This is an optimization exercise on Yosys and OpenROAD, whose aim is small area and a short achievable clock period, not a production implementation. RTL that was checked went through simulation tests only; none was proved equivalent to the original. Only the layout flow was run in run 2; the RTL was not checked for function there.

==> flow/design.v (outline; a module is shown in full before it is edited, if it fits) <==
// module ROM_12x16_z0: 27 lines
// module ROM_12x16_z1: 27 lines
// module ROM_12x16_z2: 27 lines
// module ROM_12x16_z3: 27 lines
// module ROM_12x16_z4: 27 lines
// module ROM_12x16_z5: 27 lines
// module ROM_12x16_z6: 27 lines
// module ROM_12x16_z7: 27 lines
// module DA_z0: 141 lines
// module DA_z1: 141 lines
// module DA_z2: 141 lines
// module DA_z3: 141 lines
// module DA_z4: 141 lines
// module DA_z5: 141 lines
// module DA_z6: 141 lines
// module DA_z7: 141 lines
// module DCT_one_dimensional: 177 lines
module DCT_one_dimensional
(
    input   wire                    sys_clk         ,
    input   wire                    sys_rst_n       ,
    input   wire                    start           ,
    input   wire            [95:0]  DCT_data_in     ,
    output  wire    signed  [11:0]  DCT_data_o_z0   ,
    output  wire    signed  [11:0]  DCT_data_o_z1   ,
    output  wire    signed  [11:0]  DCT_data_o_z2   ,
    output  wire    signed  [11:0]  DCT_data_o_z3   ,
    output  wire    signed  [11:0]  DCT_data_o_z4   ,
    output  wire    signed  [11:0]  DCT_data_o_z5   ,
    output  wire    signed  [11:0]  DCT_data_o_z6   ,
    output  wire    signed  [11:0]  DCT_data_o_z7   ,
    output  wire                    data_en         
);
  // ...
==> flow/run.sh <==
#!/bin/bash
# synth_recipe.tcl (not shown) runs the flow's synth.tcl, then flattens the netlist and writes it again
# the make line also repeats each setting of config.mk as NAME=value (left out here)
make -C /OpenROAD-flow-scripts/flow DESIGN_CONFIG=/design/flow/config.mk WORK_HOME=/design/flow/orfs CLKGATE_MAP_FILE= SYNTH_SCRIPT=/design/flow/synth_recipe.tcl finish
==> flow/config.mk <==
export PLATFORM = sky130hd
export DESIGN_NAME = DCT_one_dimensional
export DESIGN_NICKNAME = DCT_one_dimensional
export VERILOG_FILES = /design/flow/design.v
export SDC_FILE = /design/flow/constraint.sdc
export NUM_CORES = 4
export LEC_CHECK = 0
export CAP_MARGIN = 20
export CORE_MARGIN = 2
export CORE_UTILIZATION = 40
export SLEW_MARGIN = 20
==> flow/constraint.sdc <==
create_clock -name core_clock -period 5.0 [get_ports {sys_clk}]
set_input_delay 1.0000 -clock core_clock [delete_from_list [all_inputs] [get_ports {sys_clk}]]
set_output_delay 1.0000 -clock core_clock [all_outputs]
set_load 0.01 [all_outputs]
==> results.tsv, run 1 <==
metric	value	unit
final.min_clock_period	4.12	ns
synth_async_sr_flop_share	76.5	%
cts_resized	0	
grt_antenna_before_repair	9	
met1Wirelength	102000	microns
count_of_yosys_warnings_during_synthesis	17	
dp_hpwl	178000	microns
cap_violations	0	
worst_skew_pair.late_latency	0.82	ns
finalCritPeriodShare	82.4	%
routed_wl	238000	microns
synthTopCellsByArea	dfrtp_1 26%, ha_1 15%, fa_1 6.6%	
grt.busiest_layer	met2	
routedWlPerCell	18.8	microns
postSynthRegisterBits	1257	
cell_seen_most_often_among_critical_path_stages	ha_1	
highest_clock_rate	243	MHz
cts-htree-levels	4	
detail_route.first_pass.iterations	8	
final_antenna_net_count	0	
port_buffers	195	
worst_setup_hold_path_clk_slew	0.06	ns
cpMaxStageDelayCell	dfrtp_1	
tritoncts.num_buffers	152	
finalSetupViolCount	0	
reg2reg_slack	0.88	ns
run_status	finished clean	
yosys.area_share.simple	11.2	%
synth_top_family_by_area	adder cells	
worstSetupStartpointType	flop	
globalRouteMet2Util	32.3	%
grt_start_max_net_pins	125	
==> module DA_z0, before the edit <==
module DA_z0
(
    input   wire                    sys_clk         ,
    input   wire                    sys_rst_n       ,
    input   wire    signed  [11:0]  X0              ,
    input   wire    signed  [11:0]  X1              ,
    input   wire    signed  [11:0]  X2              ,
    input   wire    signed  [11:0]  X3              ,
    input   wire                    DA_start        ,
    output  reg     signed  [11:0]  DCT_data_o      
);
reg     [2:0]   cnt_addr        ;
wire    [3:0]   addr_1          ;
wire    [3:0]   addr_2          ;
wire    [3:0]   addr_3          ;
wire    [3:0]   addr_4          ;
reg             DA_out          ;
reg             DA_out_1        ;
wire    signed  [11:0]  Rom_dat_1       ;
wire    signed  [11:0]  Rom_dat_2       ;
wire    signed  [11:0]  Rom_dat_3       ;
wire    signed  [11:0]  Rom_dat_4       ;
reg     signed  [21:0]  Rom_dat_4_temp  ;
reg     signed  [21:0]  DCT_dat_1       ;
reg     signed  [21:0]  DCT_dat_2       ;
reg     signed  [21:0]  DCT_dat_3       ;
reg     signed  [21:0]  DCT_dat_4       ;
reg                     flag            ;
reg                     max_flag        ;
reg                     busy            ;
always@(posedge sys_clk or negedge sys_rst_n)
    if(sys_rst_n==1'b0)
        max_flag<=1'b0;
    else if(cnt_addr==3'd1)
        max_flag<=1'b1;
    else
        max_flag<=1'b0;
always@(posedge sys_clk or negedge sys_rst_n)
    if(sys_rst_n==1'b0)
        flag<=1'b0;
    else if(cnt_addr==3'd3 || DA_start==1'b1 || DA_out==1'b1)
        flag<=1'b1;
    else
        flag<=1'b0;
always@(posedge sys_clk or negedge sys_rst_n)
    if(sys_rst_n==1'b0)
        cnt_addr<=3'd0;
    else if(DA_start==1'b1 || cnt_addr==3'd3 || DA_out==1'b1)
        cnt_addr<=3'd0;
    else if(flag==1'b1)
        cnt_addr<=3'd0;
    else if(busy==1'b1)
        cnt_addr<=cnt_addr+1'b1;
    else
        cnt_addr<=cnt_addr;
always@(posedge sys_clk or negedge sys_rst_n)
    if(sys_rst_n==1'b0)
        busy<=1'b0;
    else if(DA_start==1'b1)
        busy<=1'b1;
    else if(cnt_addr==3'd3)
        busy<=1'b0;
    else
        busy<=busy;
always@(posedge sys_clk or negedge sys_rst_n)
    if(sys_rst_n==1'b0)
        DA_out<=1'b0;
    else if(cnt_addr==3'd3)
        DA_out<=1'b1;
    else
        DA_out<=1'b0;
always@(posedge sys_clk or negedge sys_rst_n)
    if(sys_rst_n==1'b0)
        DA_out_1<=1'b0;
    else
        DA_out_1<=DA_out;
assign  addr_1=(cnt_addr==3'd0)? 4'd0 : {X0[4'd3-cnt_addr],X1[4'd3-cnt_addr],X2[4'd3-cnt_addr],X3[4'd3-cnt_addr]};
assign  addr_2=(cnt_addr==3'd0)? 4'd0 : {X0[4'd6-cnt_addr],X1[4'd6-cnt_addr],X2[4'd6-cnt_addr],X3[4'd6-cnt_addr]};
assign  addr_3=(cnt_addr==3'd0)? 4'd0 : {X0[4'd9-cnt_addr],X1[4'd9-cnt_addr],X2[4'd9-cnt_addr],X3[4'd9-cnt_addr]};
assign  addr_4=(cnt_addr==3'd0)? 4'd0 : {X0[4'd12-cnt_addr],X1[4'd12-cnt_addr],X2[4'd12-cnt_addr],X3[4'd12-cnt_addr]};
ROM_12x16_z0	ROM_12x16_z0_inst_1
(
    .address(addr_1) ,
    .clock  ( sys_clk )   ,
    .q      ( Rom_dat_1)
);
ROM_12x16_z0	ROM_12x16_z0_inst_2
(
    .address(addr_2) ,
    .clock  ( sys_clk )   ,
    .q      ( Rom_dat_2)
);
ROM_12x16_z0	ROM_12x16_z0_inst_3
(
    .address(addr_3) ,
    .clock  ( sys_clk )   ,
    .q      ( Rom_dat_3)
);
ROM_12x16_z0	ROM_12x16_z0_inst_4
(
    .address(addr_4) ,
    .clock  ( sys_clk )   ,
    .q      ( Rom_dat_4)
);
always@(posedge sys_clk or negedge sys_rst_n)
    if(sys_rst_n==1'b0)
        Rom_dat_4_temp<=22'd0;
    else if(max_flag==1'b1)
        Rom_dat_4_temp<={{10{Rom_dat_4[11]}},Rom_dat_4};
    else
        Rom_dat_4_temp<=Rom_dat_4_temp;
always@(posedge sys_clk or negedge sys_rst_n)
    if(sys_rst_n==1'b0)
        begin
            DCT_dat_1<=22'd0;
            DCT_dat_2<=22'd0;
            DCT_dat_3<=22'd0;
            DCT_dat_4<=22'd0;
        end
    else if(DA_out_1==1'b1 || (cnt_addr==4'd0&&DA_out==1'b0))
        begin
            DCT_dat_1<=22'd0;
            DCT_dat_2<=22'd0;
            DCT_dat_3<=22'd0;
            DCT_dat_4<=22'd0;
        end
    else
        begin
            DCT_dat_1<=(DCT_dat_1<<1)+{{10{Rom_dat_1[11]}},Rom_dat_1};
            DCT_dat_2<=(DCT_dat_2<<1)+{{10{Rom_dat_2[11]}},Rom_dat_2};
            DCT_dat_3<=(DCT_dat_3<<1)+{{10{Rom_dat_3[11]}},Rom_dat_3};
            DCT_dat_4<=(DCT_dat_4<<1)+{{10{Rom_dat_4[11]}},Rom_dat_4};
        end
always@(posedge sys_clk or negedge sys_rst_n)
    if(sys_rst_n==1'b0)
        DCT_data_o<=12'd0;
    else if(DA_out_1==1'b1)
        DCT_data_o<=((DCT_dat_4<<9)+(DCT_dat_3<<6)+(DCT_dat_2<<3)+DCT_dat_1-(Rom_dat_4_temp<<12))>>>10;
    else
        DCT_data_o<=12'd0;
endmodule
==> module DA_z1, before the edit <==
module DA_z1
(
    input   wire                    sys_clk         ,
    input   wire                    sys_rst_n       ,
    input   wire    signed  [11:0]  X0              ,
    input   wire    signed  [11:0]  X1              ,
    input   wire    signed  [11:0]  X2              ,
    input   wire    signed  [11:0]  X3              ,
    input   wire                    DA_start        ,
    output  reg     signed  [11:0]  DCT_data_o      
);
reg     [2:0]   cnt_addr        ;
wire    [3:0]   addr_1          ;
wire    [3:0]   addr_2          ;
wire    [3:0]   addr_3          ;
wire    [3:0]   addr_4          ;
reg             DA_out          ;
reg             DA_out_1        ;
wire    signed  [11:0]  Rom_dat_1       ;
wire    signed  [11:0]  Rom_dat_2       ;
wire    signed  [11:0]  Rom_dat_3       ;
wire    signed  [11:0]  Rom_dat_4       ;
reg     signed  [21:0]  Rom_dat_4_temp  ;
reg     signed  [21:0]  DCT_dat_1       ;
reg     signed  [21:0]  DCT_dat_2       ;
reg     signed  [21:0]  DCT_dat_3       ;
reg     signed  [21:0]  DCT_dat_4       ;
reg                     flag            ;
reg                     max_flag        ;
reg                     busy            ;
always@(posedge sys_clk or negedge sys_rst_n)
    if(sys_rst_n==1'b0)
        max_flag<=1'b0;
    else if(cnt_addr==3'd1)
        max_flag<=1'b1;
    else
        max_flag<=1'b0;
always@(posedge sys_clk or negedge sys_rst_n)
    if(sys_rst_n==1'b0)
        flag<=1'b0;
    else if(cnt_addr==3'd3 || DA_start==1'b1 || DA_out==1'b1)
        flag<=1'b1;
    else
        flag<=1'b0;
always@(posedge sys_clk or negedge sys_rst_n)
    if(sys_rst_n==1'b0)
        cnt_addr<=3'd0;
    else if(DA_start==1'b1 || cnt_addr==3'd3 || DA_out==1'b1)
        cnt_addr<=3'd0;
    else if(flag==1'b1)
        cnt_addr<=3'd0;
    else if(busy==1'b1)
        cnt_addr<=cnt_addr+1'b1;
    else
        cnt_addr<=cnt_addr;
always@(posedge sys_clk or negedge sys_rst_n)
    if(sys_rst_n==1'b0)
        busy<=1'b0;
    else if(DA_start==1'b1)
        busy<=1'b1;
    else if(cnt_addr==3'd3)
        busy<=1'b0;
    else
        busy<=busy;
always@(posedge sys_clk or negedge sys_rst_n)
    if(sys_rst_n==1'b0)
        DA_out<=1'b0;
    else if(cnt_addr==3'd3)
        DA_out<=1'b1;
    else
        DA_out<=1'b0;
always@(posedge sys_clk or negedge sys_rst_n)
    if(sys_rst_n==1'b0)
        DA_out_1<=1'b0;
    else
        DA_out_1<=DA_out;
assign  addr_1=(cnt_addr==3'd0)? 4'd0 : {X0[4'd3-cnt_addr],X1[4'd3-cnt_addr],X2[4'd3-cnt_addr],X3[4'd3-cnt_addr]};
assign  addr_2=(cnt_addr==3'd0)? 4'd0 : {X0[4'd6-cnt_addr],X1[4'd6-cnt_addr],X2[4'd6-cnt_addr],X3[4'd6-cnt_addr]};
assign  addr_3=(cnt_addr==3'd0)? 4'd0 : {X0[4'd9-cnt_addr],X1[4'd9-cnt_addr],X2[4'd9-cnt_addr],X3[4'd9-cnt_addr]};
assign  addr_4=(cnt_addr==3'd0)? 4'd0 : {X0[4'd12-cnt_addr],X1[4'd12-cnt_addr],X2[4'd12-cnt_addr],X3[4'd12-cnt_addr]};
ROM_12x16_z1	ROM_12x16_z1_inst_1
(
    .address(addr_1) ,
    .clock  ( sys_clk )   ,
    .q      ( Rom_dat_1)
);
ROM_12x16_z1	ROM_12x16_z1_inst_2
(
    .address(addr_2) ,
    .clock  ( sys_clk )   ,
    .q      ( Rom_dat_2)
);
ROM_12x16_z1	ROM_12x16_z1_inst_3
(
    .address(addr_3) ,
    .clock  ( sys_clk )   ,
    .q      ( Rom_dat_3)
);
ROM_12x16_z1	ROM_12x16_z1_inst_4
(
    .address(addr_4) ,
    .clock  ( sys_clk )   ,
    .q      ( Rom_dat_4)
);
always@(posedge sys_clk or negedge sys_rst_n)
    if(sys_rst_n==1'b0)
        Rom_dat_4_temp<=22'd0;
    else if(max_flag==1'b1)
        Rom_dat_4_temp<={{10{Rom_dat_4[11]}},Rom_dat_4};
    else
        Rom_dat_4_temp<=Rom_dat_4_temp;
always@(posedge sys_clk or negedge sys_rst_n)
    if(sys_rst_n==1'b0)
        begin
            DCT_dat_1<=22'd0;
            DCT_dat_2<=22'd0;
            DCT_dat_3<=22'd0;
            DCT_dat_4<=22'd0;
        end
    else if(DA_out_1==1'b1 || (cnt_addr==4'd0&&DA_out==1'b0))
        begin
            DCT_dat_1<=22'd0;
            DCT_dat_2<=22'd0;
            DCT_dat_3<=22'd0;
            DCT_dat_4<=22'd0;
        end
    else
        begin
            DCT_dat_1<=(DCT_dat_1<<1)+{{10{Rom_dat_1[11]}},Rom_dat_1};
            DCT_dat_2<=(DCT_dat_2<<1)+{{10{Rom_dat_2[11]}},Rom_dat_2};
            DCT_dat_3<=(DCT_dat_3<<1)+{{10{Rom_dat_3[11]}},Rom_dat_3};
            DCT_dat_4<=(DCT_dat_4<<1)+{{10{Rom_dat_4[11]}},Rom_dat_4};
        end
always@(posedge sys_clk or negedge sys_rst_n)
    if(sys_rst_n==1'b0)
        DCT_data_o<=12'd0;
    else if(DA_out_1==1'b1)
        DCT_data_o<=((DCT_dat_4<<9)+(DCT_dat_3<<6)+(DCT_dat_2<<3)+DCT_dat_1-(Rom_dat_4_temp<<12))>>>10;
    else
        DCT_data_o<=12'd0;
endmodule
==> module DA_z2, before the edit <==
module DA_z2
(
    input   wire                    sys_clk         ,
    input   wire                    sys_rst_n       ,
    input   wire    signed  [11:0]  X0              ,
    input   wire    signed  [11:0]  X1              ,
    input   wire    signed  [11:0]  X2              ,
    input   wire    signed  [11:0]  X3              ,
    input   wire                    DA_start        ,
    output  reg     signed  [11:0]  DCT_data_o      
);
reg     [2:0]   cnt_addr        ;
wire    [3:0]   addr_1          ;
wire    [3:0]   addr_2          ;
wire    [3:0]   addr_3          ;
wire    [3:0]   addr_4          ;
reg             DA_out          ;
reg             DA_out_1        ;
wire    signed  [11:0]  Rom_dat_1       ;
wire    signed  [11:0]  Rom_dat_2       ;
wire    signed  [11:0]  Rom_dat_3       ;
wire    signed  [11:0]  Rom_dat_4       ;
reg     signed  [21:0]  Rom_dat_4_temp  ;
reg     signed  [21:0]  DCT_dat_1       ;
reg     signed  [21:0]  DCT_dat_2       ;
reg     signed  [21:0]  DCT_dat_3       ;
reg     signed  [21:0]  DCT_dat_4       ;
reg                     flag            ;
reg                     max_flag        ;
reg                     busy            ;
always@(posedge sys_clk or negedge sys_rst_n)
    if(sys_rst_n==1'b0)
        max_flag<=1'b0;
    else if(cnt_addr==3'd1)
        max_flag<=1'b1;
    else
        max_flag<=1'b0;
always@(posedge sys_clk or negedge sys_rst_n)
    if(sys_rst_n==1'b0)
        flag<=1'b0;
    else if(cnt_addr==3'd3 || DA_start==1'b1 || DA_out==1'b1)
        flag<=1'b1;
    else
        flag<=1'b0;
always@(posedge sys_clk or negedge sys_rst_n)
    if(sys_rst_n==1'b0)
        cnt_addr<=3'd0;
    else if(DA_start==1'b1 || cnt_addr==3'd3 || DA_out==1'b1)
        cnt_addr<=3'd0;
    else if(flag==1'b1)
        cnt_addr<=3'd0;
    else if(busy==1'b1)
        cnt_addr<=cnt_addr+1'b1;
    else
        cnt_addr<=cnt_addr;
always@(posedge sys_clk or negedge sys_rst_n)
    if(sys_rst_n==1'b0)
        busy<=1'b0;
    else if(DA_start==1'b1)
        busy<=1'b1;
    else if(cnt_addr==3'd3)
        busy<=1'b0;
    else
        busy<=busy;
always@(posedge sys_clk or negedge sys_rst_n)
    if(sys_rst_n==1'b0)
        DA_out<=1'b0;
    else if(cnt_addr==3'd3)
        DA_out<=1'b1;
    else
        DA_out<=1'b0;
always@(posedge sys_clk or negedge sys_rst_n)
    if(sys_rst_n==1'b0)
        DA_out_1<=1'b0;
    else
        DA_out_1<=DA_out;
assign  addr_1=(cnt_addr==3'd0)? 4'd0 : {X0[4'd3-cnt_addr],X1[4'd3-cnt_addr],X2[4'd3-cnt_addr],X3[4'd3-cnt_addr]};
assign  addr_2=(cnt_addr==3'd0)? 4'd0 : {X0[4'd6-cnt_addr],X1[4'd6-cnt_addr],X2[4'd6-cnt_addr],X3[4'd6-cnt_addr]};
assign  addr_3=(cnt_addr==3'd0)? 4'd0 : {X0[4'd9-cnt_addr],X1[4'd9-cnt_addr],X2[4'd9-cnt_addr],X3[4'd9-cnt_addr]};
assign  addr_4=(cnt_addr==3'd0)? 4'd0 : {X0[4'd12-cnt_addr],X1[4'd12-cnt_addr],X2[4'd12-cnt_addr],X3[4'd12-cnt_addr]};
ROM_12x16_z2	ROM_12x16_z2_inst_1
(
    .address(addr_1) ,
    .clock  ( sys_clk )   ,
    .q      ( Rom_dat_1)
);
ROM_12x16_z2	ROM_12x16_z2_inst_2
(
    .address(addr_2) ,
    .clock  ( sys_clk )   ,
    .q      ( Rom_dat_2)
);
ROM_12x16_z2	ROM_12x16_z2_inst_3
(
    .address(addr_3) ,
    .clock  ( sys_clk )   ,
    .q      ( Rom_dat_3)
);
ROM_12x16_z2	ROM_12x16_z2_inst_4
(
    .address(addr_4) ,
    .clock  ( sys_clk )   ,
    .q      ( Rom_dat_4)
);
always@(posedge sys_clk or negedge sys_rst_n)
    if(sys_rst_n==1'b0)
        Rom_dat_4_temp<=22'd0;
    else if(max_flag==1'b1)
        Rom_dat_4_temp<={{10{Rom_dat_4[11]}},Rom_dat_4};
    else
        Rom_dat_4_temp<=Rom_dat_4_temp;
always@(posedge sys_clk or negedge sys_rst_n)
    if(sys_rst_n==1'b0)
        begin
            DCT_dat_1<=22'd0;
            DCT_dat_2<=22'd0;
            DCT_dat_3<=22'd0;
            DCT_dat_4<=22'd0;
        end
    else if(DA_out_1==1'b1 || (cnt_addr==4'd0&&DA_out==1'b0))
        begin
            DCT_dat_1<=22'd0;
            DCT_dat_2<=22'd0;
            DCT_dat_3<=22'd0;
            DCT_dat_4<=22'd0;
        end
    else
        begin
            DCT_dat_1<=(DCT_dat_1<<1)+{{10{Rom_dat_1[11]}},Rom_dat_1};
            DCT_dat_2<=(DCT_dat_2<<1)+{{10{Rom_dat_2[11]}},Rom_dat_2};
            DCT_dat_3<=(DCT_dat_3<<1)+{{10{Rom_dat_3[11]}},Rom_dat_3};
            DCT_dat_4<=(DCT_dat_4<<1)+{{10{Rom_dat_4[11]}},Rom_dat_4};
        end
always@(posedge sys_clk or negedge sys_rst_n)
    if(sys_rst_n==1'b0)
        DCT_data_o<=12'd0;
    else if(DA_out_1==1'b1)
        DCT_data_o<=((DCT_dat_4<<9)+(DCT_dat_3<<6)+(DCT_dat_2<<3)+DCT_dat_1-(Rom_dat_4_temp<<12))>>>10;
    else
        DCT_data_o<=12'd0;
endmodule
==> module DA_z3, before the edit <==
module DA_z3
(
    input   wire                    sys_clk         ,
    input   wire                    sys_rst_n       ,
    input   wire    signed  [11:0]  X0              ,
    input   wire    signed  [11:0]  X1              ,
    input   wire    signed  [11:0]  X2              ,
    input   wire    signed  [11:0]  X3              ,
    input   wire                    DA_start        ,
    output  reg     signed  [11:0]  DCT_data_o      
);
reg     [2:0]   cnt_addr        ;
wire    [3:0]   addr_1          ;
wire    [3:0]   addr_2          ;
wire    [3:0]   addr_3          ;
wire    [3:0]   addr_4          ;
reg             DA_out          ;
reg             DA_out_1        ;
wire    signed  [11:0]  Rom_dat_1       ;
wire    signed  [11:0]  Rom_dat_2       ;
wire    signed  [11:0]  Rom_dat_3       ;
wire    signed  [11:0]  Rom_dat_4       ;
reg     signed  [21:0]  Rom_dat_4_temp  ;
reg     signed  [21:0]  DCT_dat_1       ;
reg     signed  [21:0]  DCT_dat_2       ;
reg     signed  [21:0]  DCT_dat_3       ;
reg     signed  [21:0]  DCT_dat_4       ;
reg                     flag            ;
reg                     max_flag        ;
reg                     busy            ;
always@(posedge sys_clk or negedge sys_rst_n)
    if(sys_rst_n==1'b0)
        max_flag<=1'b0;
    else if(cnt_addr==3'd1)
        max_flag<=1'b1;
    else
        max_flag<=1'b0;
always@(posedge sys_clk or negedge sys_rst_n)
    if(sys_rst_n==1'b0)
        flag<=1'b0;
    else if(cnt_addr==3'd3 || DA_start==1'b1 || DA_out==1'b1)
        flag<=1'b1;
    else
        flag<=1'b0;
always@(posedge sys_clk or negedge sys_rst_n)
    if(sys_rst_n==1'b0)
        cnt_addr<=3'd0;
    else if(DA_start==1'b1 || cnt_addr==3'd3 || DA_out==1'b1)
        cnt_addr<=3'd0;
    else if(flag==1'b1)
        cnt_addr<=3'd0;
    else if(busy==1'b1)
        cnt_addr<=cnt_addr+1'b1;
    else
        cnt_addr<=cnt_addr;
always@(posedge sys_clk or negedge sys_rst_n)
    if(sys_rst_n==1'b0)
        busy<=1'b0;
    else if(DA_start==1'b1)
        busy<=1'b1;
    else if(cnt_addr==3'd3)
        busy<=1'b0;
    else
        busy<=busy;
always@(posedge sys_clk or negedge sys_rst_n)
    if(sys_rst_n==1'b0)
        DA_out<=1'b0;
    else if(cnt_addr==3'd3)
        DA_out<=1'b1;
    else
        DA_out<=1'b0;
always@(posedge sys_clk or negedge sys_rst_n)
    if(sys_rst_n==1'b0)
        DA_out_1<=1'b0;
    else
        DA_out_1<=DA_out;
assign  addr_1=(cnt_addr==3'd0)? 4'd0 : {X0[4'd3-cnt_addr],X1[4'd3-cnt_addr],X2[4'd3-cnt_addr],X3[4'd3-cnt_addr]};
assign  addr_2=(cnt_addr==3'd0)? 4'd0 : {X0[4'd6-cnt_addr],X1[4'd6-cnt_addr],X2[4'd6-cnt_addr],X3[4'd6-cnt_addr]};
assign  addr_3=(cnt_addr==3'd0)? 4'd0 : {X0[4'd9-cnt_addr],X1[4'd9-cnt_addr],X2[4'd9-cnt_addr],X3[4'd9-cnt_addr]};
assign  addr_4=(cnt_addr==3'd0)? 4'd0 : {X0[4'd12-cnt_addr],X1[4'd12-cnt_addr],X2[4'd12-cnt_addr],X3[4'd12-cnt_addr]};
ROM_12x16_z3	ROM_12x16_z3_inst_1
(
    .address(addr_1) ,
    .clock  ( sys_clk )   ,
    .q      ( Rom_dat_1)
);
ROM_12x16_z3	ROM_12x16_z3_inst_2
(
    .address(addr_2) ,
    .clock  ( sys_clk )   ,
    .q      ( Rom_dat_2)
);
ROM_12x16_z3	ROM_12x16_z3_inst_3
(
    .address(addr_3) ,
    .clock  ( sys_clk )   ,
    .q      ( Rom_dat_3)
);
ROM_12x16_z3	ROM_12x16_z3_inst_4
(
    .address(addr_4) ,
    .clock  ( sys_clk )   ,
    .q      ( Rom_dat_4)
);
always@(posedge sys_clk or negedge sys_rst_n)
    if(sys_rst_n==1'b0)
        Rom_dat_4_temp<=22'd0;
    else if(max_flag==1'b1)
        Rom_dat_4_temp<={{10{Rom_dat_4[11]}},Rom_dat_4};
    else
        Rom_dat_4_temp<=Rom_dat_4_temp;
always@(posedge sys_clk or negedge sys_rst_n)
    if(sys_rst_n==1'b0)
        begin
            DCT_dat_1<=22'd0;
            DCT_dat_2<=22'd0;
            DCT_dat_3<=22'd0;
            DCT_dat_4<=22'd0;
        end
    else if(DA_out_1==1'b1 || (cnt_addr==4'd0&&DA_out==1'b0))
        begin
            DCT_dat_1<=22'd0;
            DCT_dat_2<=22'd0;
            DCT_dat_3<=22'd0;
            DCT_dat_4<=22'd0;
        end
    else
        begin
            DCT_dat_1<=(DCT_dat_1<<1)+{{10{Rom_dat_1[11]}},Rom_dat_1};
            DCT_dat_2<=(DCT_dat_2<<1)+{{10{Rom_dat_2[11]}},Rom_dat_2};
            DCT_dat_3<=(DCT_dat_3<<1)+{{10{Rom_dat_3[11]}},Rom_dat_3};
            DCT_dat_4<=(DCT_dat_4<<1)+{{10{Rom_dat_4[11]}},Rom_dat_4};
        end
always@(posedge sys_clk or negedge sys_rst_n)
    if(sys_rst_n==1'b0)
        DCT_data_o<=12'd0;
    else if(DA_out_1==1'b1)
        DCT_data_o<=((DCT_dat_4<<9)+(DCT_dat_3<<6)+(DCT_dat_2<<3)+DCT_dat_1-(Rom_dat_4_temp<<12))>>>10;
    else
        DCT_data_o<=12'd0;
endmodule
==> module DA_z4, before the edit <==
module DA_z4
(
    input   wire                    sys_clk         ,
    input   wire                    sys_rst_n       ,
    input   wire    signed  [11:0]  X0              ,
    input   wire    signed  [11:0]  X1              ,
    input   wire    signed  [11:0]  X2              ,
    input   wire    signed  [11:0]  X3              ,
    input   wire                    DA_start        ,
    output  reg     signed  [11:0]  DCT_data_o      
);
reg     [2:0]   cnt_addr        ;
wire    [3:0]   addr_1          ;
wire    [3:0]   addr_2          ;
wire    [3:0]   addr_3          ;
wire    [3:0]   addr_4          ;
reg             DA_out          ;
reg             DA_out_1        ;
wire    signed  [11:0]  Rom_dat_1       ;
wire    signed  [11:0]  Rom_dat_2       ;
wire    signed  [11:0]  Rom_dat_3       ;
wire    signed  [11:0]  Rom_dat_4       ;
reg     signed  [21:0]  Rom_dat_4_temp  ;
reg     signed  [21:0]  DCT_dat_1       ;
reg     signed  [21:0]  DCT_dat_2       ;
reg     signed  [21:0]  DCT_dat_3       ;
reg     signed  [21:0]  DCT_dat_4       ;
reg                     flag            ;
reg                     max_flag        ;
reg                     busy            ;
always@(posedge sys_clk or negedge sys_rst_n)
    if(sys_rst_n==1'b0)
        max_flag<=1'b0;
    else if(cnt_addr==3'd1)
        max_flag<=1'b1;
    else
        max_flag<=1'b0;
always@(posedge sys_clk or negedge sys_rst_n)
    if(sys_rst_n==1'b0)
        flag<=1'b0;
    else if(cnt_addr==3'd3 || DA_start==1'b1 || DA_out==1'b1)
        flag<=1'b1;
    else
        flag<=1'b0;
always@(posedge sys_clk or negedge sys_rst_n)
    if(sys_rst_n==1'b0)
        cnt_addr<=3'd0;
    else if(DA_start==1'b1 || cnt_addr==3'd3 || DA_out==1'b1)
        cnt_addr<=3'd0;
    else if(flag==1'b1)
        cnt_addr<=3'd0;
    else if(busy==1'b1)
        cnt_addr<=cnt_addr+1'b1;
    else
        cnt_addr<=cnt_addr;
always@(posedge sys_clk or negedge sys_rst_n)
    if(sys_rst_n==1'b0)
        busy<=1'b0;
    else if(DA_start==1'b1)
        busy<=1'b1;
    else if(cnt_addr==3'd3)
        busy<=1'b0;
    else
        busy<=busy;
always@(posedge sys_clk or negedge sys_rst_n)
    if(sys_rst_n==1'b0)
        DA_out<=1'b0;
    else if(cnt_addr==3'd3)
        DA_out<=1'b1;
    else
        DA_out<=1'b0;
always@(posedge sys_clk or negedge sys_rst_n)
    if(sys_rst_n==1'b0)
        DA_out_1<=1'b0;
    else
        DA_out_1<=DA_out;
assign  addr_1=(cnt_addr==3'd0)? 4'd0 : {X0[4'd3-cnt_addr],X1[4'd3-cnt_addr],X2[4'd3-cnt_addr],X3[4'd3-cnt_addr]};
assign  addr_2=(cnt_addr==3'd0)? 4'd0 : {X0[4'd6-cnt_addr],X1[4'd6-cnt_addr],X2[4'd6-cnt_addr],X3[4'd6-cnt_addr]};
assign  addr_3=(cnt_addr==3'd0)? 4'd0 : {X0[4'd9-cnt_addr],X1[4'd9-cnt_addr],X2[4'd9-cnt_addr],X3[4'd9-cnt_addr]};
assign  addr_4=(cnt_addr==3'd0)? 4'd0 : {X0[4'd12-cnt_addr],X1[4'd12-cnt_addr],X2[4'd12-cnt_addr],X3[4'd12-cnt_addr]};
ROM_12x16_z4	ROM_12x16_z4_inst_1
(
    .address(addr_1) ,
    .clock  ( sys_clk )   ,
    .q      ( Rom_dat_1)
);
ROM_12x16_z4	ROM_12x16_z4_inst_2
(
    .address(addr_2) ,
    .clock  ( sys_clk )   ,
    .q      ( Rom_dat_2)
);
ROM_12x16_z4	ROM_12x16_z4_inst_3
(
    .address(addr_3) ,
    .clock  ( sys_clk )   ,
    .q      ( Rom_dat_3)
);
ROM_12x16_z4	ROM_12x16_z4_inst_4
(
    .address(addr_4) ,
    .clock  ( sys_clk )   ,
    .q      ( Rom_dat_4)
);
always@(posedge sys_clk or negedge sys_rst_n)
    if(sys_rst_n==1'b0)
        Rom_dat_4_temp<=22'd0;
    else if(max_flag==1'b1)
        Rom_dat_4_temp<={{10{Rom_dat_4[11]}},Rom_dat_4};
    else
        Rom_dat_4_temp<=Rom_dat_4_temp;
always@(posedge sys_clk or negedge sys_rst_n)
    if(sys_rst_n==1'b0)
        begin
            DCT_dat_1<=22'd0;
            DCT_dat_2<=22'd0;
            DCT_dat_3<=22'd0;
            DCT_dat_4<=22'd0;
        end
    else if(DA_out_1==1'b1 || (cnt_addr==4'd0&&DA_out==1'b0))
        begin
            DCT_dat_1<=22'd0;
            DCT_dat_2<=22'd0;
            DCT_dat_3<=22'd0;
            DCT_dat_4<=22'd0;
        end
    else
        begin
            DCT_dat_1<=(DCT_dat_1<<1)+{{10{Rom_dat_1[11]}},Rom_dat_1};
            DCT_dat_2<=(DCT_dat_2<<1)+{{10{Rom_dat_2[11]}},Rom_dat_2};
            DCT_dat_3<=(DCT_dat_3<<1)+{{10{Rom_dat_3[11]}},Rom_dat_3};
            DCT_dat_4<=(DCT_dat_4<<1)+{{10{Rom_dat_4[11]}},Rom_dat_4};
        end
always@(posedge sys_clk or negedge sys_rst_n)
    if(sys_rst_n==1'b0)
        DCT_data_o<=12'd0;
    else if(DA_out_1==1'b1)
        DCT_data_o<=((DCT_dat_4<<9)+(DCT_dat_3<<6)+(DCT_dat_2<<3)+DCT_dat_1-(Rom_dat_4_temp<<12))>>>10;
    else
        DCT_data_o<=12'd0;
endmodule
==> module DA_z5, before the edit <==
module DA_z5
(
    input   wire                    sys_clk         ,
    input   wire                    sys_rst_n       ,
    input   wire    signed  [11:0]  X0              ,
    input   wire    signed  [11:0]  X1              ,
    input   wire    signed  [11:0]  X2              ,
    input   wire    signed  [11:0]  X3              ,
    input   wire                    DA_start        ,
    output  reg     signed  [11:0]  DCT_data_o      
);
reg     [2:0]   cnt_addr        ;
wire    [3:0]   addr_1          ;
wire    [3:0]   addr_2          ;
wire    [3:0]   addr_3          ;
wire    [3:0]   addr_4          ;
reg             DA_out          ;
reg             DA_out_1        ;
wire    signed  [11:0]  Rom_dat_1       ;
wire    signed  [11:0]  Rom_dat_2       ;
wire    signed  [11:0]  Rom_dat_3       ;
wire    signed  [11:0]  Rom_dat_4       ;
reg     signed  [21:0]  Rom_dat_4_temp  ;
reg     signed  [21:0]  DCT_dat_1       ;
reg     signed  [21:0]  DCT_dat_2       ;
reg     signed  [21:0]  DCT_dat_3       ;
reg     signed  [21:0]  DCT_dat_4       ;
reg                     flag            ;
reg                     max_flag        ;
reg                     busy            ;
always@(posedge sys_clk or negedge sys_rst_n)
    if(sys_rst_n==1'b0)
        max_flag<=1'b0;
    else if(cnt_addr==3'd1)
        max_flag<=1'b1;
    else
        max_flag<=1'b0;
always@(posedge sys_clk or negedge sys_rst_n)
    if(sys_rst_n==1'b0)
        flag<=1'b0;
    else if(cnt_addr==3'd3 || DA_start==1'b1 || DA_out==1'b1)
        flag<=1'b1;
    else
        flag<=1'b0;
always@(posedge sys_clk or negedge sys_rst_n)
    if(sys_rst_n==1'b0)
        cnt_addr<=3'd0;
    else if(DA_start==1'b1 || cnt_addr==3'd3 || DA_out==1'b1)
        cnt_addr<=3'd0;
    else if(flag==1'b1)
        cnt_addr<=3'd0;
    else if(busy==1'b1)
        cnt_addr<=cnt_addr+1'b1;
    else
        cnt_addr<=cnt_addr;
always@(posedge sys_clk or negedge sys_rst_n)
    if(sys_rst_n==1'b0)
        busy<=1'b0;
    else if(DA_start==1'b1)
        busy<=1'b1;
    else if(cnt_addr==3'd3)
        busy<=1'b0;
    else
        busy<=busy;
always@(posedge sys_clk or negedge sys_rst_n)
    if(sys_rst_n==1'b0)
        DA_out<=1'b0;
    else if(cnt_addr==3'd3)
        DA_out<=1'b1;
    else
        DA_out<=1'b0;
always@(posedge sys_clk or negedge sys_rst_n)
    if(sys_rst_n==1'b0)
        DA_out_1<=1'b0;
    else
        DA_out_1<=DA_out;
assign  addr_1=(cnt_addr==3'd0)? 4'd0 : {X0[4'd3-cnt_addr],X1[4'd3-cnt_addr],X2[4'd3-cnt_addr],X3[4'd3-cnt_addr]};
assign  addr_2=(cnt_addr==3'd0)? 4'd0 : {X0[4'd6-cnt_addr],X1[4'd6-cnt_addr],X2[4'd6-cnt_addr],X3[4'd6-cnt_addr]};
assign  addr_3=(cnt_addr==3'd0)? 4'd0 : {X0[4'd9-cnt_addr],X1[4'd9-cnt_addr],X2[4'd9-cnt_addr],X3[4'd9-cnt_addr]};
assign  addr_4=(cnt_addr==3'd0)? 4'd0 : {X0[4'd12-cnt_addr],X1[4'd12-cnt_addr],X2[4'd12-cnt_addr],X3[4'd12-cnt_addr]};
ROM_12x16_z5	ROM_12x16_z5_inst_1
(
    .address(addr_1) ,
    .clock  ( sys_clk )   ,
    .q      ( Rom_dat_1)
);
ROM_12x16_z5	ROM_12x16_z5_inst_2
(
    .address(addr_2) ,
    .clock  ( sys_clk )   ,
    .q      ( Rom_dat_2)
);
ROM_12x16_z5	ROM_12x16_z5_inst_3
(
    .address(addr_3) ,
    .clock  ( sys_clk )   ,
    .q      ( Rom_dat_3)
);
ROM_12x16_z5	ROM_12x16_z5_inst_4
(
    .address(addr_4) ,
    .clock  ( sys_clk )   ,
    .q      ( Rom_dat_4)
);
always@(posedge sys_clk or negedge sys_rst_n)
    if(sys_rst_n==1'b0)
        Rom_dat_4_temp<=22'd0;
    else if(max_flag==1'b1)
        Rom_dat_4_temp<={{10{Rom_dat_4[11]}},Rom_dat_4};
    else
        Rom_dat_4_temp<=Rom_dat_4_temp;
always@(posedge sys_clk or negedge sys_rst_n)
    if(sys_rst_n==1'b0)
        begin
            DCT_dat_1<=22'd0;
            DCT_dat_2<=22'd0;
            DCT_dat_3<=22'd0;
            DCT_dat_4<=22'd0;
        end
    else if(DA_out_1==1'b1 || (cnt_addr==4'd0&&DA_out==1'b0))
        begin
            DCT_dat_1<=22'd0;
            DCT_dat_2<=22'd0;
            DCT_dat_3<=22'd0;
            DCT_dat_4<=22'd0;
        end
    else
        begin
            DCT_dat_1<=(DCT_dat_1<<1)+{{10{Rom_dat_1[11]}},Rom_dat_1};
            DCT_dat_2<=(DCT_dat_2<<1)+{{10{Rom_dat_2[11]}},Rom_dat_2};
            DCT_dat_3<=(DCT_dat_3<<1)+{{10{Rom_dat_3[11]}},Rom_dat_3};
            DCT_dat_4<=(DCT_dat_4<<1)+{{10{Rom_dat_4[11]}},Rom_dat_4};
        end
always@(posedge sys_clk or negedge sys_rst_n)
    if(sys_rst_n==1'b0)
        DCT_data_o<=12'd0;
    else if(DA_out_1==1'b1)
        DCT_data_o<=((DCT_dat_4<<9)+(DCT_dat_3<<6)+(DCT_dat_2<<3)+DCT_dat_1-(Rom_dat_4_temp<<12))>>>10;
    else
        DCT_data_o<=12'd0;
endmodule
==> module DA_z6, before the edit <==
module DA_z6
(
    input   wire                    sys_clk         ,
    input   wire                    sys_rst_n       ,
    input   wire    signed  [11:0]  X0              ,
    input   wire    signed  [11:0]  X1              ,
    input   wire    signed  [11:0]  X2              ,
    input   wire    signed  [11:0]  X3              ,
    input   wire                    DA_start        ,
    output  reg     signed  [11:0]  DCT_data_o      
);
reg     [2:0]   cnt_addr        ;
wire    [3:0]   addr_1          ;
wire    [3:0]   addr_2          ;
wire    [3:0]   addr_3          ;
wire    [3:0]   addr_4          ;
reg             DA_out          ;
reg             DA_out_1        ;
wire    signed  [11:0]  Rom_dat_1       ;
wire    signed  [11:0]  Rom_dat_2       ;
wire    signed  [11:0]  Rom_dat_3       ;
wire    signed  [11:0]  Rom_dat_4       ;
reg     signed  [21:0]  Rom_dat_4_temp  ;
reg     signed  [21:0]  DCT_dat_1       ;
reg     signed  [21:0]  DCT_dat_2       ;
reg     signed  [21:0]  DCT_dat_3       ;
reg     signed  [21:0]  DCT_dat_4       ;
reg                     flag            ;
reg                     max_flag        ;
reg                     busy            ;
always@(posedge sys_clk or negedge sys_rst_n)
    if(sys_rst_n==1'b0)
        max_flag<=1'b0;
    else if(cnt_addr==3'd1)
        max_flag<=1'b1;
    else
        max_flag<=1'b0;
always@(posedge sys_clk or negedge sys_rst_n)
    if(sys_rst_n==1'b0)
        flag<=1'b0;
    else if(cnt_addr==3'd3 || DA_start==1'b1 || DA_out==1'b1)
        flag<=1'b1;
    else
        flag<=1'b0;
always@(posedge sys_clk or negedge sys_rst_n)
    if(sys_rst_n==1'b0)
        cnt_addr<=3'd0;
    else if(DA_start==1'b1 || cnt_addr==3'd3 || DA_out==1'b1)
        cnt_addr<=3'd0;
    else if(flag==1'b1)
        cnt_addr<=3'd0;
    else if(busy==1'b1)
        cnt_addr<=cnt_addr+1'b1;
    else
        cnt_addr<=cnt_addr;
always@(posedge sys_clk or negedge sys_rst_n)
    if(sys_rst_n==1'b0)
        busy<=1'b0;
    else if(DA_start==1'b1)
        busy<=1'b1;
    else if(cnt_addr==3'd3)
        busy<=1'b0;
    else
        busy<=busy;
always@(posedge sys_clk or negedge sys_rst_n)
    if(sys_rst_n==1'b0)
        DA_out<=1'b0;
    else if(cnt_addr==3'd3)
        DA_out<=1'b1;
    else
        DA_out<=1'b0;
always@(posedge sys_clk or negedge sys_rst_n)
    if(sys_rst_n==1'b0)
        DA_out_1<=1'b0;
    else
        DA_out_1<=DA_out;
assign  addr_1=(cnt_addr==3'd0)? 4'd0 : {X0[4'd3-cnt_addr],X1[4'd3-cnt_addr],X2[4'd3-cnt_addr],X3[4'd3-cnt_addr]};
assign  addr_2=(cnt_addr==3'd0)? 4'd0 : {X0[4'd6-cnt_addr],X1[4'd6-cnt_addr],X2[4'd6-cnt_addr],X3[4'd6-cnt_addr]};
assign  addr_3=(cnt_addr==3'd0)? 4'd0 : {X0[4'd9-cnt_addr],X1[4'd9-cnt_addr],X2[4'd9-cnt_addr],X3[4'd9-cnt_addr]};
assign  addr_4=(cnt_addr==3'd0)? 4'd0 : {X0[4'd12-cnt_addr],X1[4'd12-cnt_addr],X2[4'd12-cnt_addr],X3[4'd12-cnt_addr]};
ROM_12x16_z6	ROM_12x16_z6_inst_1
(
    .address(addr_1) ,
    .clock  ( sys_clk )   ,
    .q      ( Rom_dat_1)
);
ROM_12x16_z6	ROM_12x16_z6_inst_2
(
    .address(addr_2) ,
    .clock  ( sys_clk )   ,
    .q      ( Rom_dat_2)
);
ROM_12x16_z6	ROM_12x16_z6_inst_3
(
    .address(addr_3) ,
    .clock  ( sys_clk )   ,
    .q      ( Rom_dat_3)
);
ROM_12x16_z6	ROM_12x16_z6_inst_4
(
    .address(addr_4) ,
    .clock  ( sys_clk )   ,
    .q      ( Rom_dat_4)
);
always@(posedge sys_clk or negedge sys_rst_n)
    if(sys_rst_n==1'b0)
        Rom_dat_4_temp<=22'd0;
    else if(max_flag==1'b1)
        Rom_dat_4_temp<={{10{Rom_dat_4[11]}},Rom_dat_4};
    else
        Rom_dat_4_temp<=Rom_dat_4_temp;
always@(posedge sys_clk or negedge sys_rst_n)
    if(sys_rst_n==1'b0)
        begin
            DCT_dat_1<=22'd0;
            DCT_dat_2<=22'd0;
            DCT_dat_3<=22'd0;
            DCT_dat_4<=22'd0;
        end
    else if(DA_out_1==1'b1 || (cnt_addr==4'd0&&DA_out==1'b0))
        begin
            DCT_dat_1<=22'd0;
            DCT_dat_2<=22'd0;
            DCT_dat_3<=22'd0;
            DCT_dat_4<=22'd0;
        end
    else
        begin
            DCT_dat_1<=(DCT_dat_1<<1)+{{10{Rom_dat_1[11]}},Rom_dat_1};
            DCT_dat_2<=(DCT_dat_2<<1)+{{10{Rom_dat_2[11]}},Rom_dat_2};
            DCT_dat_3<=(DCT_dat_3<<1)+{{10{Rom_dat_3[11]}},Rom_dat_3};
            DCT_dat_4<=(DCT_dat_4<<1)+{{10{Rom_dat_4[11]}},Rom_dat_4};
        end
always@(posedge sys_clk or negedge sys_rst_n)
    if(sys_rst_n==1'b0)
        DCT_data_o<=12'd0;
    else if(DA_out_1==1'b1)
        DCT_data_o<=((DCT_dat_4<<9)+(DCT_dat_3<<6)+(DCT_dat_2<<3)+DCT_dat_1-(Rom_dat_4_temp<<12))>>>10;
    else
        DCT_data_o<=12'd0;
endmodule
==> run 2, diff against run 1 <==
==> flow/design.v (replaced) <==
module DA_z0
(
    input   wire            sys_clk ,
    input   wire    [3:0]   b_lo    ,
    input   wire    [3:0]   b_hi    ,
    input   wire            clr     ,
    input   wire            last    ,
    output  wire    [11:0]  z
);
localparam [16*12-1:0] ROM_LO = {12'h5a8, 12'h43e, 12'h43e, 12'h2d4, 12'h43e, 12'h2d4, 12'h2d4, 12'h16a, 12'h43e, 12'h2d4, 12'h2d4, 12'h16a, 12'h2d4, 12'h16a, 12'h16a, 12'h000};
localparam [32*12-1:0] ROM_HI = {12'h000, 12'he96, 12'he96, 12'hd2c, 12'he96, 12'hd2c, 12'hd2c, 12'hbc2, 12'he96, 12'hd2c, 12'hd2c, 12'hbc2, 12'hd2c, 12'hbc2, 12'hbc2, 12'ha58, 12'h5a8, 12'h43e, 12'h43e, 12'h2d4, 12'h43e, 12'h2d4, 12'h2d4, 12'h16a, 12'h43e, 12'h2d4, 12'h2d4, 12'h16a, 12'h2d4, 12'h16a, 12'h16a, 12'h000};
reg     [11:0]  acc ;
reg     [1:0]   low ;
wire    [11:0]  ra  = ROM_LO[12*b_lo +: 12];
wire    [11:0]  rb  = ROM_HI[12*{last, b_hi} +: 12];
wire    [13:0]  sum = {{2{acc[11]}}, acc} + {{2{ra[11]}}, ra} + {rb[11], rb, 1'b0};
always @(posedge sys_clk) begin
    acc <= clr ? 12'd0 : sum[13:2];
    low <= sum[1:0];
end
assign z = {acc[9:0], low};
endmodule
module DA_z1
(
    input   wire            sys_clk ,
    input   wire    [3:0]   b_lo    ,
    input   wire    [3:0]   b_hi    ,
    input   wire            clr     ,
    input   wire            last    ,
    output  wire    [11:0]  z
);
localparam [16*12-1:0] ROM_LO = {12'h520, 12'h32a, 12'h376, 12'h180, 12'h404, 12'h20e, 12'h25a, 12'h064, 12'h4bc, 12'h2c6, 12'h312, 12'h11c, 12'h3a0, 12'h1aa, 12'h1f6, 12'h000};
localparam [32*12-1:0] ROM_HI = {12'h000, 12'he0a, 12'he56, 12'hc60, 12'hee4, 12'hcee, 12'hd3a, 12'hb44, 12'hf9c, 12'hda6, 12'hdf2, 12'hbfc, 12'he80, 12'hc8a, 12'hcd6, 12'hae0, 12'h520, 12'h32a, 12'h376, 12'h180, 12'h404, 12'h20e, 12'h25a, 12'h064, 12'h4bc, 12'h2c6, 12'h312, 12'h11c, 12'h3a0, 12'h1aa, 12'h1f6, 12'h000};
reg     [11:0]  acc ;
reg     [1:0]   low ;
wire    [11:0]  ra  = ROM_LO[12*b_lo +: 12];
wire    [11:0]  rb  = ROM_HI[12*{last, b_hi} +: 12];
wire    [13:0]  sum = {{2{acc[11]}}, acc} + {{2{ra[11]}}, ra} + {rb[11], rb, 1'b0};
always @(posedge sys_clk) begin
    acc <= clr ? 12'd0 : sum[13:2];
    low <= sum[1:0];
end
assign z = {acc[9:0], low};
endmodule
module DA_z2
(
    input   wire            sys_clk ,
    input   wire    [3:0]   b_lo    ,
    input   wire    [3:0]   b_hi    ,
    input   wire            clr     ,
    input   wire            last    ,
    output  wire    [11:0]  z
);
localparam [16*12-1:0] ROM_LO = {12'h000, 12'he27, 12'hf3c, 12'hd63, 12'h0c4, 12'heeb, 12'h000, 12'he27, 12'h1d9, 12'h000, 12'h115, 12'hf3c, 12'h29d, 12'h0c4, 12'h1d9, 12'h000};
localparam [16*12-1:0] ROM_HI = {12'h000, 12'he27, 12'hf3c, 12'hd63, 12'h0c4, 12'heeb, 12'h000, 12'he27, 12'h1d9, 12'h000, 12'h115, 12'hf3c, 12'h29d, 12'h0c4, 12'h1d9, 12'h000};
reg     [11:0]  acc ;
reg     [1:0]   low ;
wire    [11:0]  ra  = ROM_LO[12*b_lo +: 12];
wire    [11:0]  rb  = ROM_HI[12*b_hi +: 12];
wire    [13:0]  sum = {{2{acc[11]}}, acc} + {{2{ra[11]}}, ra} + {rb[11], rb, 1'b0};
always @(posedge sys_clk) begin
    acc <= clr ? 12'd0 : sum[13:2];
    low <= sum[1:0];
end
assign z = {acc[9:0], low};
endmodule
module DA_z3
(
    input   wire            sys_clk ,
    input   wire    [3:0]   b_lo    ,
    input   wire    [3:0]   b_hi    ,
    input   wire            clr     ,
    input   wire            last    ,
    output  wire    [11:0]  z
);
localparam [16*12-1:0] ROM_LO = {12'he34, 12'hc8a, 12'he98, 12'hcee, 12'h02a, 12'he80, 12'h08e, 12'hee4, 12'hf50, 12'hda6, 12'hfb4, 12'he0a, 12'h146, 12'hf9c, 12'h1aa, 12'h000};
localparam [32*12-1:0] ROM_HI = {12'h000, 12'he56, 12'h064, 12'heba, 12'h1f6, 12'h04c, 12'h25a, 12'h0b0, 12'h11c, 12'hf72, 12'h180, 12'hfd6, 12'h312, 12'h168, 12'h376, 12'h1cc, 12'he34, 12'hc8a, 12'he98, 12'hcee, 12'h02a, 12'he80, 12'h08e, 12'hee4, 12'hf50, 12'hda6, 12'hfb4, 12'he0a, 12'h146, 12'hf9c, 12'h1aa, 12'h000};
reg     [11:0]  acc ;
reg     [1:0]   low ;
wire    [11:0]  ra  = ROM_LO[12*b_lo +: 12];
wire    [11:0]  rb  = ROM_HI[12*{last, b_hi} +: 12];
wire    [13:0]  sum = {{2{acc[11]}}, acc} + {{2{ra[11]}}, ra} + {rb[11], rb, 1'b0};
always @(posedge sys_clk) begin
    acc <= clr ? 12'd0 : sum[13:2];
    low <= sum[1:0];
end
assign z = {acc[9:0], low};
endmodule
module DA_z4
(
    input   wire            sys_clk ,
    input   wire    [3:0]   b_lo    ,
    input   wire    [3:0]   b_hi    ,
    input   wire            clr     ,
    input   wire            last    ,
    output  wire    [11:0]  z
);
localparam [16*12-1:0] ROM_LO = {12'h000, 12'he96, 12'h16a, 12'h000, 12'h16a, 12'h000, 12'h2d4, 12'h16a, 12'he96, 12'hd2c, 12'h000, 12'he96, 12'h000, 12'he96, 12'h16a, 12'h000};
localparam [16*12-1:0] ROM_HI = {12'h000, 12'he96, 12'h16a, 12'h000, 12'h16a, 12'h000, 12'h2d4, 12'h16a, 12'he96, 12'hd2c, 12'h000, 12'he96, 12'h000, 12'he96, 12'h16a, 12'h000};
reg     [11:0]  acc ;
reg     [1:0]   low ;
wire    [11:0]  ra  = ROM_LO[12*b_lo +: 12];
wire    [11:0]  rb  = ROM_HI[12*b_hi +: 12];
wire    [13:0]  sum = {{2{acc[11]}}, acc} + {{2{ra[11]}}, ra} + {rb[11], rb, 1'b0};
always @(posedge sys_clk) begin
    acc <= clr ? 12'd0 : sum[13:2];
    low <= sum[1:0];
end
assign z = {acc[9:0], low};
endmodule
module DA_z5
(
    input   wire            sys_clk ,
    input   wire    [3:0]   b_lo    ,
    input   wire    [3:0]   b_hi    ,
    input   wire            clr     ,
    input   wire            last    ,
    output  wire    [11:0]  z
);
localparam [16*12-1:0] ROM_LO = {12'h134, 12'h018, 12'h32a, 12'h20e, 12'h0d0, 12'hfb4, 12'h2c6, 12'h1aa, 12'hf8a, 12'he6e, 12'h180, 12'h064, 12'hf26, 12'he0a, 12'h11c, 12'h000};
localparam [32*12-1:0] ROM_HI = {12'h000, 12'hee4, 12'h1f6, 12'h0da, 12'hf9c, 12'he80, 12'h192, 12'h076, 12'he56, 12'hd3a, 12'h04c, 12'hf30, 12'hdf2, 12'hcd6, 12'hfe8, 12'hecc, 12'h134, 12'h018, 12'h32a, 12'h20e, 12'h0d0, 12'hfb4, 12'h2c6, 12'h1aa, 12'hf8a, 12'he6e, 12'h180, 12'h064, 12'hf26, 12'he0a, 12'h11c, 12'h000};
reg     [11:0]  acc ;
reg     [1:0]   low ;
wire    [11:0]  ra  = ROM_LO[12*b_lo +: 12];
wire    [11:0]  rb  = ROM_HI[12*{last, b_hi} +: 12];
wire    [13:0]  sum = {{2{acc[11]}}, acc} + {{2{ra[11]}}, ra} + {rb[11], rb, 1'b0};
always @(posedge sys_clk) begin
    acc <= clr ? 12'd0 : sum[13:2];
    low <= sum[1:0];
end
assign z = {acc[9:0], low};
endmodule
module DA_z6
(
    input   wire            sys_clk ,
    input   wire    [3:0]   b_lo    ,
    input   wire    [3:0]   b_hi    ,
    input   wire            clr     ,
    input   wire            last    ,
    output  wire    [11:0]  z
);
localparam [16*12-1:0] ROM_LO = {12'h000, 12'hf3c, 12'h1d9, 12'h115, 12'he27, 12'hd63, 12'h000, 12'hf3c, 12'h0c4, 12'h000, 12'h29d, 12'h1d9, 12'heeb, 12'he27, 12'h0c4, 12'h000};
localparam [16*12-1:0] ROM_HI = {12'h000, 12'hf3c, 12'h1d9, 12'h115, 12'he27, 12'hd63, 12'h000, 12'hf3c, 12'h0c4, 12'h000, 12'h29d, 12'h1d9, 12'heeb, 12'he27, 12'h0c4, 12'h000};
reg     [11:0]  acc ;
reg     [1:0]   low ;
wire    [11:0]  ra  = ROM_LO[12*b_lo +: 12];
wire    [11:0]  rb  = ROM_HI[12*b_hi +: 12];
wire    [13:0]  sum = {{2{acc[11]}}, acc} + {{2{ra[11]}}, ra} + {rb[11], rb, 1'b0};
always @(posedge sys_clk) begin
    acc <= clr ? 12'd0 : sum[13:2];
    low <= sum[1:0];
end
assign z = {acc[9:0], low};
endmodule
module DA_z7
(
    input   wire            sys_clk ,
    input   wire    [3:0]   b_lo    ,
    input   wire    [3:0]   b_hi    ,
    input   wire            clr     ,
    input   wire            last    ,
    output  wire    [11:0]  z
);
localparam [16*12-1:0] ROM_LO = {12'hefc, 12'he98, 12'h018, 12'hfb4, 12'hd52, 12'hcee, 12'he6e, 12'he0a, 12'h0f2, 12'h08e, 12'h20e, 12'h1aa, 12'hf48, 12'hee4, 12'h064, 12'h000};
localparam [32*12-1:0] ROM_HI = {12'h000, 12'hf9c, 12'h11c, 12'h0b8, 12'he56, 12'hdf2, 12'hf72, 12'hf0e, 12'h1f6, 12'h192, 12'h312, 12'h2ae, 12'h04c, 12'hfe8, 12'h168, 12'h104, 12'hefc, 12'he98, 12'h018, 12'hfb4, 12'hd52, 12'hcee, 12'he6e, 12'he0a, 12'h0f2, 12'h08e, 12'h20e, 12'h1aa, 12'hf48, 12'hee4, 12'h064, 12'h000};
reg     [11:0]  acc ;
reg     [1:0]   low ;
wire    [11:0]  ra  = ROM_LO[12*b_lo +: 12];
wire    [11:0]  rb  = ROM_HI[12*{last, b_hi} +: 12];
wire    [13:0]  sum = {{2{acc[11]}}, acc} + {{2{ra[11]}}, ra} + {rb[11], rb, 1'b0};
always @(posedge sys_clk) begin
    acc <= clr ? 12'd0 : sum[13:2];
    low <= sum[1:0];
end
assign z = {acc[9:0], low};
endmodule
module DCT_one_dimensional
(
    input   wire                    sys_clk         ,
    input   wire                    sys_rst_n       ,
    input   wire                    start           ,
    input   wire            [95:0]  DCT_data_in     ,
    output  wire    signed  [11:0]  DCT_data_o_z0   ,
    output  wire    signed  [11:0]  DCT_data_o_z1   ,
    output  wire    signed  [11:0]  DCT_data_o_z2   ,
    output  wire    signed  [11:0]  DCT_data_o_z3   ,
    output  wire    signed  [11:0]  DCT_data_o_z4   ,
    output  wire    signed  [11:0]  DCT_data_o_z5   ,
    output  wire    signed  [11:0]  DCT_data_o_z6   ,
    output  wire    signed  [11:0]  DCT_data_o_z7   ,
    output  wire                    data_en
);
reg     [8:1]   st      ;
always @(posedge sys_clk or negedge sys_rst_n)
    if (sys_rst_n == 1'b0)
        st <= 8'd0;
    else
        st <= {st[7:1], start};
assign data_en = st[8];
wire    b_first = st[1];
wire    b_last  = st[6];
wire    a_clr   = st[1];
wire    a_last  = st[7];
reg     [95:0]  xs      ;
wire    [95:0]  xs_nxt  ;
genvar          gi, gj;
generate
    for (gi = 0; gi < 8; gi = gi + 1) begin : g_smp
        for (gj = 0; gj < 12; gj = gj + 1) begin : g_bit
            if (gj >= 10) begin : g_top
                assign xs_nxt[12*gi+gj] = DCT_data_in[12*gi+gj];
            end else begin : g_shf
                assign xs_nxt[12*gi+gj] = start ? DCT_data_in[12*gi+gj] : xs[12*gi+gj+2];
            end
        end
    end
endgenerate
always @(posedge sys_clk)
    xs <= xs_nxt;
reg     [3:0]   ce, cd  ;        
reg     [3:0]   e_lo, e_hi, d_lo, d_hi;      
wire    [3:0]   ce_n, cd_n, el_n, eh_n, dl_n, dh_n;
generate
    for (gi = 0; gi < 4; gi = gi + 1) begin : g_bfly
        wire a0 = xs[12*gi];
        wire a1 = xs[12*gi+1];
        wire b0 = xs[12*(7-gi)];
        wire b1 = xs[12*(7-gi)+1];
        wire n0 = ~b0;
        wire n1 = ~b1;
        wire ec0 = b_first ? 1'b0 : ce[gi];
        wire es0 = a0 ^ b0 ^ ec0;
        wire ec1 = (a0 & b0) | (a0 & ec0) | (b0 & ec0);
        wire es1 = a1 ^ b1 ^ ec1;
        wire ec2 = (a1 & b1) | (a1 & ec1) | (b1 & ec1);
        wire dc0 = b_first ? 1'b1 : cd[gi];
        wire ds0 = a0 ^ n0 ^ dc0;
        wire dc1 = (a0 & n0) | (a0 & dc0) | (n0 & dc0);
        wire ds1 = a1 ^ n1 ^ dc1;
        wire dc2 = (a1 & n1) | (a1 & dc1) | (n1 & dc1);
        assign ce_n[gi] = ec2;
        assign cd_n[gi] = dc2;
        assign el_n[gi] = es0;
        assign eh_n[gi] = es1 ^ b_last;
        assign dl_n[gi] = ds0;
        assign dh_n[gi] = ds1 ^ b_last;
    end
endgenerate
always @(posedge sys_clk) begin
    ce   <= ce_n;
    cd   <= cd_n;
    e_lo <= el_n;
    e_hi <= eh_n;
    d_lo <= dl_n;
    d_hi <= dh_n;
end
DA_z0 DA_z0_inst (.sys_clk(sys_clk), .b_lo(e_lo), .b_hi(e_hi), .clr(a_clr), .last(a_last), .z(DCT_data_o_z0));
DA_z1 DA_z1_inst (.sys_clk(sys_clk), .b_lo(d_lo), .b_hi(d_hi), .clr(a_clr), .last(a_last), .z(DCT_data_o_z1));
DA_z2 DA_z2_inst (.sys_clk(sys_clk), .b_lo(e_lo), .b_hi(e_hi), .clr(a_clr), .last(a_last), .z(DCT_data_o_z2));
DA_z3 DA_z3_inst (.sys_clk(sys_clk), .b_lo(d_lo), .b_hi(d_hi), .clr(a_clr), .last(a_last), .z(DCT_data_o_z3));
DA_z4 DA_z4_inst (.sys_clk(sys_clk), .b_lo(e_lo), .b_hi(e_hi), .clr(a_clr), .last(a_last), .z(DCT_data_o_z4));
DA_z5 DA_z5_inst (.sys_clk(sys_clk), .b_lo(d_lo), .b_hi(d_hi), .clr(a_clr), .last(a_last), .z(DCT_data_o_z5));
DA_z6 DA_z6_inst (.sys_clk(sys_clk), .b_lo(e_lo), .b_hi(e_hi), .clr(a_clr), .last(a_last), .z(DCT_data_o_z6));
DA_z7 DA_z7_inst (.sys_clk(sys_clk), .b_lo(d_lo), .b_hi(d_hi), .clr(a_clr), .last(a_last), .z(DCT_data_o_z7));
endmodule
==> flow/config.mk (replaced) <==
export PLATFORM = sky130hd
export DESIGN_NAME = DCT_one_dimensional
export DESIGN_NICKNAME = DCT_one_dimensional
export VERILOG_FILES = /design/flow/design.v
export SDC_FILE = /design/flow/constraint.sdc
export NUM_CORES = 4
export LEC_CHECK = 0
export CAP_MARGIN = 20
export CORE_MARGIN = 2
export CORE_UTILIZATION = 40
export SETUP_SLACK_MARGIN = 2.0
export SLEW_MARGIN = 20
==> results.tsv, run 2 <==
metric	value	unit	change
run_status	finished clean		unchanged
worst_hold_slack	0.350	ns	was 0.245 ns
vias	17100		was 67800
total_negative_slack	0	ns	unchanged
worst_setup_hold_path_clk_slew	0.06	ns	about the same
routedWlPerCell	18.4	microns	was 18.8 microns
hold_path_class	flop to flop		was primary input to async pin
timing_worst_setup_path_type	flop to flop		unchanged
synth_async_sr_flop_share	3.33	%	was 76.5%
yosys.area_share.simple	15.1	%	was 11.2%
synth_enable_flop_cells	0		unchanged
port_buffers	195		unchanged
placeableCoreArea	0.0463	sq mm	was 0.233 sq mm
final.min_clock_period	3.90	ns	was 4.12 ns
synth_fa_ha_area_share	18.5	%	was 21.4%
post_synthesis_xor_xnor_area_fraction	5.68	%	was 5.93%
num-nets-final	2789		was 11000
worstSetupStartpointType	flop		unchanged
count_of_unresolved_drc_violations_after_routing	0		unchanged
floorplan.initialDensity	40.3	%	was 40.2%
count_of_yosys_warnings_during_synthesis	9		was 17
netlist_top_cells_count	232 x dfxtp_1, 223 x ha_1, 205 x nor2_1, 138 x o21ai_0, 130 x nand2_1		was 1150 x inv_1, 1096 x ha_1, 961 x dfrtp_1, 828 x nor2_1, 535 x a21oi_1
worst_skew_pair.late_latency	0.60	ns	was 0.82 ns
finalCritPeriodShare	78.0	%	was 82.4%
cts_sinks	240		was 1257
dp_hpwl	39200	microns	was 178000 microns
final_antenna_net_count	0		unchanged
synthTopCellsByArea	dfxtp_1 25%, ha_1 15%, mux2_2 6.0%		was dfrtp_1 26%, ha_1 15%, fa_1 6.6%
final_hold_viol_count	0		unchanged
kind_of_end_point_of_the_critical_path	flop		unchanged
final_layout_size_suffix_gt1_share	29.9	%	was 8.85%
synth_fp_nets	2548		was 10900
critical_path.reg2reg.endpoint	DA_z0_inst.acc[10]$_SDFF_PP0_		was DA_z6_inst.ROM_12x16_z6_inst_4.q[2]$_DFF_P_
synth_top_family_by_area	compound AO/OA/AOI/OAI gates		was adder cells
synth-compound-area-share	20.5	%	was 12.6%
fp.dieArea	0.0484	sq mm	was 0.238 sq mm
routed_wl	56400	microns	was 238000 microns
grt_pass1_wl	87300	microns	was 381000 microns
tritoncts	yes		unchanged
grt_start_max_net_pins	82		was 125
reg2reg_slack	1.10	ns	was 0.88 ns
grt_overflow	0		unchanged
place_congestion	0.922		was 0.885
min_path_cells	0		
number_of_flip_flops_in_the_largest_register	96		unchanged
grt_pass1_vias	16700		was 69200
highest_clock_rate	257	MHz	was 243 MHz
finish.instance_area	0.0257	sq mm	was 0.103 sq mm
die_w	220	microns	was 487 microns
timing.max_slew.rel_slack	35.1	%	was 26.9%
postSynthRegisterBits	240		was 1257
detail_route.first_pass.iterations	5		was 8
largest-register	xs		was DCT_data
count_of_mapped_cells_out_of_synthesis	2194		was 9439
synthToLayoutAreaGrowth	38.0	%	was 10.6%
cts-htree-levels	1		was 4
cap_violations	0		unchanged
grt_antenna_before_repair	1		was 9
clock-root-buffer	clkbuf_16		unchanged
yosysUniqueCellTypes	76		was 120
tritoncts.num_buffers	29		was 152
worst_r2r_path_depth	16		was 12
finalSetupViolCount	0		unchanged
## run 2: changes by cell type after synthesis, moves of 164 or more
cell,delta
a21o_1,-164
a21oi_1,-412
clkbuf_1,-175
dfrtp_1,-953
fa_1,-278
ha_1,-873
inv_1,-1045
mux4_2,-266
nand2_1,-357
nor2_1,-623
o21ai_0,-299
xnor2_1,-335
xor2_1,-172
## run 2: routing by layer
metal	part of all wire (%)	track usage (%)
met3	6.7	4.27
met4	2.4	5.32
met1	44	29.6
met5	0.023	0
met2	47	37.3
## run 2: what timing repair did
| action | 4_1_cts | 5_1_grt |
|---|---|---|
| buffers inserted | 131 | 41 |
| hold buffers | 0 | 0 |
| cloned | 1 | 1 |
| resized for setup | 337 | 148 |
| pin swaps | 222 | 140 |
| endpoints found under the setup margin | 82 | 75 |
## run 2: stage by stage
stage / setup WS [ns] / instances
after floorplan: 1.25 / 2194
after global placement: 0.905 / 2837
after detailed placement: 0.809 / 2837
after CTS: 1.20 / 3023
after global routing: 0.954 / 3065
final: 1.10 / 3065
## run 2: logic make-up (layout without fill, tap and decap cells)
family          after synthesis  count (layout)
compound gates              582             582
fa+ha+maj                   256             256
mux                         117             117
buf+inv                     279             543
flops                       240             240
xor+xnor                    121             121
simple gates                599             599
## run 2: layout make-up
cell class	instances	area, sq um
flip-flops and latches	240	4880
repair buffers	382	3660
inverters	107	438
fillers	3981	20500
clock inverters	14	174
multi-input cells	1675	15000
clock buffers	40	848
well taps	607	759
## run 2: worst max-delay path, stage by stage, from the launching register on
cell and delay, ns:
dfxtp_4 0.40, inv_6 0.05, ha_4 0.25, nand2b_4 0.14, and2_4 0.16, xnor2_4 0.19, ha_4 0.17, inv_2 0.04
fa_2 0.56, inv_2 0.05, ha_4 0.16, fa_2 0.38, a211oi_2 0.26, nor2_2 0.06, o31a_1 0.36, o32ai_2 0.25
mux2_4 0.32
## run 2: worst max-delay path by stage
| stage | startpoint | end | slack (ns) |
|---|---|---|---|
| after floorplan | e_lo[1]$_DFF_P_ | DA_z0_inst.acc[10]$_SDFF_PP0_ | 1.25 |
| after global placement | e_lo[0]$_DFF_P_ | DA_z4_inst.acc[10]$_SDFF_PP0_ | 0.90 |
| after detailed placement | e_lo[0]$_DFF_P_ | DA_z0_inst.acc[10]$_SDFF_PP0_ | 0.81 |
| after CTS | e_lo[0]$_DFF_P_ | DA_z4_inst.acc[10]$_SDFF_PP0_ | 1.20 |
| after global routing | e_lo[0]$_DFF_P_ | DA_z4_inst.acc[8]$_SDFF_PP0_ | 0.95 |
| final | e_lo[0]$_DFF_P_ | DA_z0_inst.acc[10]$_SDFF_PP0_ | 1.10 |

[re-timing with driven ports]
The flow's constraints put no driver on any port. The routed layouts listed below were extracted and timed again, unchanged, in two steps.
Step 1 assumes that a clkbuf_16 drives the clock port and a buf_2 every other input.
Step 2, shift: input delay + t, output delay - t, t = (earliest + latest rising clock arrival at the registers) / 2. This alone moves slack from input paths to output paths.
a / b / c = no drivers / after step 1 / after step 2; a / b = the first two.
| run | t (ns) | setup WS [ns] | worst setup path after step 2 |
|---|---|---|---|
| run 1 | 0.896 | 0.880 / 0.880 / 0.880 | register to register |
| run 2 | 0.651 | 1.102 / 1.102 / 1.102 | register to register |
After both steps every run listed still meets setup and hold.
